This is an optimization exercise on Yosys and OpenROAD, whose aim is small area and a short achievable clock period, not a production implementation.
Where RTL was checked, it was by simulation tests only, not by an equivalence proof against the original.
Power and IR drop assume default switching activity.

birch:
==> flow/design.v <==
module SPI_Slave(MOSI, MISO, SS_n, clk, rst_n, rx_data, rx_valid, tx_data, tx_valid);
	input MOSI, SS_n, clk, rst_n, tx_valid;
	input [7:0] tx_data;
	output reg rx_valid, MISO;
	output [9:0] rx_data;
	reg [3:0] st;
	reg [9:0] temp;
	reg [2:0] counter2;
	reg tx_busy;
	assign rx_data = temp;
	always @(posedge clk)
		if (~SS_n && (st >= 4'd2) && (st <= 4'd11))
			temp <= {temp[8:0], MOSI};
	always @(posedge clk or negedge rst_n) begin
		if (~rst_n) begin
			st <= 4'd0;
			rx_valid <= 1'b0;
		end
		else begin
			rx_valid <= ~SS_n && (st == 4'd11);
			if (SS_n)
				st <= 4'd0;
			else if (st != 4'd12)
				st <= st + 4'd1;
		end
	end
	always @(posedge clk or negedge rst_n) begin
		if (~rst_n) begin
			MISO <= 1'b0;
			counter2 <= 3'd7;
			tx_busy <= 1'b0;
		end
		else if (tx_valid) begin
			counter2 <= 3'd7;
			tx_busy <= 1'b1;
			MISO <= 1'b0;
		end
		else if (tx_busy) begin
			MISO <= tx_data[counter2];
			counter2 <= counter2 - 3'd1;
			if (counter2 == 3'd0)
				tx_busy <= 1'b0;
		end
		else
			MISO <= 1'b0;
	end
endmodule
module RAM(clk, rst_n, din, rx_valid, dout, tx_valid);
	parameter MEM_DEPTH = 256;
	parameter ADDR_SIZE = 8;
	input clk, rst_n, rx_valid;
	input [9:0] din;
	output tx_valid;
	output [7:0] dout;
	reg [2047:0] ring;           
	reg [3:0] ph;
	reg [7:0] mem0;
	reg [7:0] wr_add;            
	reg wr_zero;                 
	reg wa_wait;                 
	reg [7:0] rd_add;
	reg rd_zero;                 
	reg pend;
	reg [7:0] pdata;
	reg [7:0] rb;
	reg fwd;
	wire do_wa = rx_valid && (din[9:8] == 2'b00);
	wire do_wr = rx_valid && (din[9:8] == 2'b01);
	wire do_ra = rx_valid && (din[9:8] == 2'b10);
	assign tx_valid = rx_valid && (din[9:8] == 2'b11);
	assign dout = rd_zero ? mem0 : (fwd ? pdata : rb);
	reg land;
	reg [3:0] land_hi;
	reg [3:0] wa_lo;
	wire busy = pend && !land;
	wire wr_is0 = wr_zero || (wr_add == 8'd0);
	wire do_wr0 = do_wr && wr_is0;
	wire do_wrr = do_wr && !wr_is0;
	wire [7:0] wr_add_nx = ((do_wa && !busy) || (wa_wait && land)) ? din[7:0] : wr_add;
	wire pend_nx = do_wrr || busy;
	wire land_nx = pend_nx && (wr_add_nx[3:0] == ph - 4'd1);
	wire [7:0] rd_add_nx = do_ra ? din[7:0] : rd_add;
	reg refr;
	reg [7:0] ra_hi;
	reg [3:0] ra_lo;
	integer g, s;
	reg [7:0] tap;
	always @(*) begin
		tap = 8'd0;
		for (g = 0; g < 16; g = g + 1)
			for (s = 0; s < 2; s = s + 1)
				tap = tap | (ring[(g*16+s*8)*8 +: 8] & {8{ra_hi[g/2] & ra_lo[(g%2)*2+s]}});
	end
	always @(posedge clk) begin
		for (g = 0; g < 16; g = g + 1) begin
			for (s = 15; s > 0; s = s - 1)
				ring[(g*16+s)*8 +: 8] <= ring[(g*16+s-1)*8 +: 8];
			if (land_hi[g/4] && wa_lo[g%4])
				ring[(g*16)*8 +: 8] <= pdata;
			else
				ring[(g*16)*8 +: 8] <= ring[(g*16+15)*8 +: 8];
		end
	end
	always @(posedge clk) begin
		ph <= ph - 4'd1;
		land <= land_nx;
		land_hi <= {4{land_nx}} & (4'd1 << wr_add_nx[7:6]);
		wa_lo <= 4'd1 << wr_add_nx[5:4];
		pend <= pend_nx;
		if (do_wrr)
			pdata <= din[7:0];
		if (do_wr0)
			mem0 <= din[7:0];
		wr_add <= wr_add_nx;
		refr <= (rd_add_nx[2:0] == ph[2:0]);
		ra_hi <= 8'd1 << rd_add_nx[7:5];
		ra_lo <= 4'd1 << {rd_add_nx[4], rd_add_nx[3] ^ ph[3]};
		if (refr)
			rb <= tap;
		fwd <= (pend_nx && (wr_add_nx == rd_add_nx)) || (fwd && !refr && !do_ra);
	end
	always @(posedge clk or negedge rst_n) begin
		if (~rst_n) begin
			wr_zero <= 1'b1;
			wa_wait <= 1'b0;
			rd_add <= {ADDR_SIZE{1'b0}};
			rd_zero <= 1'b1;
		end
		else begin
			if (do_wa)
				wr_zero <= 1'b0;
			if (do_wa && busy)
				wa_wait <= 1'b1;
			else if (land)
				wa_wait <= 1'b0;
			if (do_ra) begin
				rd_add <= din[7:0];
				rd_zero <= (din[7:0] == 8'd0);
			end
		end
	end
endmodule
module SPI_Wrapper(clk, rst_n, MOSI, MISO, SS_n);
	input clk, rst_n, MOSI, SS_n;
	output  MISO;
	wire [9:0] data_from_SPI_to_RAM;
	wire [7:0] data_from_RAM_to_SPI;
	wire data_from_SPI_to_RAM_valid, data_from_RAM_to_SPI_valid;
	SPI_Slave SPI (
		.MOSI(MOSI),
		.MISO(MISO),
		.SS_n(SS_n),
		.clk(clk),
		.rst_n(rst_n),
		.rx_data(data_from_SPI_to_RAM),
		.rx_valid(data_from_SPI_to_RAM_valid),
		.tx_data(data_from_RAM_to_SPI),
		.tx_valid(data_from_RAM_to_SPI_valid)
	);
	RAM RAM1 (
		.clk(clk),
		.rst_n(rst_n),
		.din(data_from_SPI_to_RAM),
		.rx_valid(data_from_SPI_to_RAM_valid),
		.dout(data_from_RAM_to_SPI),
		.tx_valid(data_from_RAM_to_SPI_valid)
	);
endmodule
==> flow/config.mk <==
export PLATFORM = sky130hd
export DESIGN_NAME = SPI_Wrapper
export DESIGN_NICKNAME = SPI_Wrapper
export VERILOG_FILES = /design/flow/design.v
export SDC_FILE = /design/flow/constraint.sdc
export NUM_CORES = 4
export LEC_CHECK = 0
export CAP_MARGIN = 20
export CORE_MARGIN = 2
export CORE_UTILIZATION = 65
export CTS_BUF_LIST = sky130_fd_sc_hd__clkbuf_16
export CTS_CLUSTER_DIAMETER = 100
export CTS_CLUSTER_SIZE = 30
export PLACE_DENSITY = 0.75
export SETUP_SLACK_MARGIN = 3.6
export SLEW_MARGIN = 20
==> flow/constraint.sdc <==
create_clock -name core_clock -period 6.0 [get_ports {clk}]
set_input_delay 1.2000 -clock core_clock [delete_from_list [all_inputs] [get_ports {clk}]]
set_output_delay 1.2000 -clock core_clock [all_outputs]
set_load 0.01 [all_outputs]
standard.sh (not shown) runs the stock make flow with config.mk's settings and CLKGATE_MAP_FILE= SYNTH_SCRIPT=/design/flow/synth_recipe.tcl, a recipe that flattens the netlist after the stock synthesis.
==> flow/flow/run.sh <==
#!/bin/bash
set -euo pipefail
export POST_DETAIL_PLACE_TCL="$(pwd)/flow/place_out_ff.tcl"
bash standard.sh > standard_sh.log 2>&1
==> flow/flow/place_out_ff.tcl <==
# Runs inside ORFS detailed placement (POST_DETAIL_PLACE_TCL), with the design loaded.
# For every output port: find the buffer driving it and the register driving that buffer,
# and place the register right next to the buffer; then legalise again.
set block [ord::get_db_block]
foreach bt [$block getBTerms] {
  if { [$bt getIoType] != "OUTPUT" } { continue }
  set net [$bt getNet]
  if { $net == "NULL" } { continue }
  set buf ""
  foreach it [$net getITerms] { if { [$it isOutputSignal] } { set buf [$it getInst] } }
  if { $buf == "" } { continue }
  set ff ""
  foreach it [$buf getITerms] {
    if { [$it isInputSignal] && [$it getNet] != "NULL" } {
      foreach d [[$it getNet] getITerms] {
                if { [$d isOutputSignal] } { set drv [$d getInst] }
      }
    }
  }
  if { [info exists drv] && [[$drv getMaster] isSequential] } { set ff $drv }
  if { $ff == "" } { continue }
  set loc [$buf getLocation]
  puts "place_out_ff: [$ff getName] -> next to [$buf getName] at $loc"
  $ff setLocation [lindex $loc 0] [lindex $loc 1]
  $ff setPlacementStatus PLACED
}
detailed_placement
optimize_mirroring
utl::info FLW 12 "Placement violations [check_placement -verbose]."
estimate_parasitics -placement
Modified inputs, pine compared to birch
==> flow/design.v, changed modules only <==
module RAM(clk, rst_n, din, rx_valid, dout, tx_valid);
	parameter MEM_DEPTH = 256;
	parameter ADDR_SIZE = 8;
	input clk, rst_n, rx_valid;
	input [9:0] din;
	output tx_valid;
	output [7:0] dout;
	reg [2047:0] ring;           
	reg [3:0] ph;
	reg [7:0] mem0;
	reg [7:0] wr_add;            
	reg wr_zero;                 
	reg wa_wait;                 
	reg [7:0] rd_add;
	reg rd_zero;                 
	reg pend;
	reg [7:0] pdata;
	reg [7:0] rb;
	reg fwd;
	wire do_wa = rx_valid && (din[9:8] == 2'b00);
	wire do_wr = rx_valid && (din[9:8] == 2'b01);
	wire do_ra = rx_valid && (din[9:8] == 2'b10);
	assign tx_valid = rx_valid && (din[9:8] == 2'b11);
	assign dout = rd_zero ? mem0 : (fwd ? pdata : rb);
	reg land;
	reg [3:0] land_hi;
	reg [3:0] wa_lo;
	wire busy = pend && !land;
	wire wr_is0 = wr_zero || (wr_add == 8'd0);
	wire do_wr0 = do_wr && wr_is0;
	wire do_wrr = do_wr && !wr_is0;
	wire [7:0] wr_add_nx = ((do_wa && !busy) || (wa_wait && land)) ? din[7:0] : wr_add;
	wire pend_nx = do_wrr || busy;
	wire land_nx = pend_nx && (wr_add[3:0] == ph - 4'd1);
	wire [7:0] rd_add_nx = do_ra ? din[7:0] : rd_add;
	reg refr;
	wire refr_nx = (rd_add_nx[2:0] == ph[2:0]);
	reg [7:0] ra_hi;
	reg [3:0] ra_lo;
	integer g, s;
	reg [7:0] tap;
	always @(*) begin
		tap = 8'd0;
		for (g = 0; g < 16; g = g + 1)
			for (s = 0; s < 2; s = s + 1)
				tap = tap | (ring[(g*16+s*8)*8 +: 8] & {8{ra_hi[g/2] & ra_lo[(g%2)*2+s]}});
	end
	always @(posedge clk) begin
		for (g = 0; g < 16; g = g + 1) begin
			for (s = 15; s > 0; s = s - 1)
				ring[(g*16+s)*8 +: 8] <= ring[(g*16+s-1)*8 +: 8];
			if (land_hi[g/4] && wa_lo[g%4])
				ring[(g*16)*8 +: 8] <= pdata;
			else
				ring[(g*16)*8 +: 8] <= ring[(g*16+15)*8 +: 8];
		end
	end
	always @(posedge clk) begin
		ph <= ph - 4'd1;
		land <= land_nx;
		land_hi <= {4{land_nx}} & (4'd1 << wr_add[7:6]);
		wa_lo <= 4'd1 << wr_add[5:4];
		pend <= pend_nx;
		if (do_wrr)
			pdata <= din[7:0];
		if (do_wr0)
			mem0 <= din[7:0];
		wr_add <= wr_add_nx;
		refr <= refr_nx;
		ra_hi <= {8{refr_nx}} & (8'd1 << rd_add_nx[7:5]);
		ra_lo <= 4'd1 << {rd_add_nx[4], rd_add_nx[3] ^ ph[3]};
		rb <= tap | (rb & {8{~refr}});
		fwd <= (pend_nx && (wr_add == rd_add_nx)) || (fwd && !refr && !do_ra);
	end
	always @(posedge clk or negedge rst_n) begin
		if (~rst_n) begin
			wr_zero <= 1'b1;
			wa_wait <= 1'b0;
			rd_add <= {ADDR_SIZE{1'b0}};
			rd_zero <= 1'b1;
		end
		else begin
			if (do_wa)
				wr_zero <= 1'b0;
			if (do_wa && busy)
				wa_wait <= 1'b1;
			else if (land)
				wa_wait <= 1'b0;
			if (do_ra) begin
				rd_add <= din[7:0];
				rd_zero <= (din[7:0] == 8'd0);
			end
		end
	end
endmodule
Findings:
pine finished all stages; the layout is clean.
Worst slack after detailed placement (lower): birch
Comparing path length in cells of the critical path for birch and pine, the bigger number came from birch.
Between birch and pine, sequential share of layout area is higher for pine, birch comes in under that.
Final period demand of the worst path: pine < birch
Higher post-route met1 wirelength was reported by pine, not birch.
| area share of buffers outside the clock network | pine vs birch | 0.17 points lower |
Going from birch to pine, the initial antenna violation count was found to have gone up by 1.
Re count of non-CTS buffers in the layout: pine is 11 down on birch.
On x dimension of the die, birch and pine are neck and neck.
Delta (pine minus birch): routed wire length has decreased; global-route wire length before repair decreased by 1.1% relative to the old numbers.
In pine, leakage power is lower than in birch.
Only the layout flow was run in birch; the RTL was not checked for function there.

what the ideal ports hide:
No port has a modelled driver above. Below, the same layouts with a new extraction and two added sets of constraints.
Step 1 (the two cells are an assumption about what drives the block):
set clk [get_ports {clk}]
set_driving_cell -lib_cell sky130_fd_sc_hd__clkbuf_16 $clk
set_driving_cell -lib_cell sky130_fd_sc_hd__buf_2 [delete_from_list [all_inputs] $clk]
Step 2 moves the port delays by t, midway between the first and last clock arrival at a register: inputs arrive t later, outputs are due t later. That takes back most of the time a late clock gives input paths.
Slacks: ideal / step 1 / step 2; pairs: ideal / step 1.
run	t (ns)	setup slack, ns	worst hold slack (ns)	worst setup path after step 2	worst register clock-pin slew, ns
birch	0.720	3.606 / 3.561 / 3.255	0.308 / 0.308 / 0.308	input to register	0.12 / 0.12
pine	0.726	3.627 / 3.559 / 3.248	0.319 / 0.319 / 0.319	input to register	0.11 / 0.11
After both steps every run listed still meets setup and hold. For pine, which loses most, drivers alone change the setup slack by -0.068 ns; drivers and shift together by -0.379 ns.
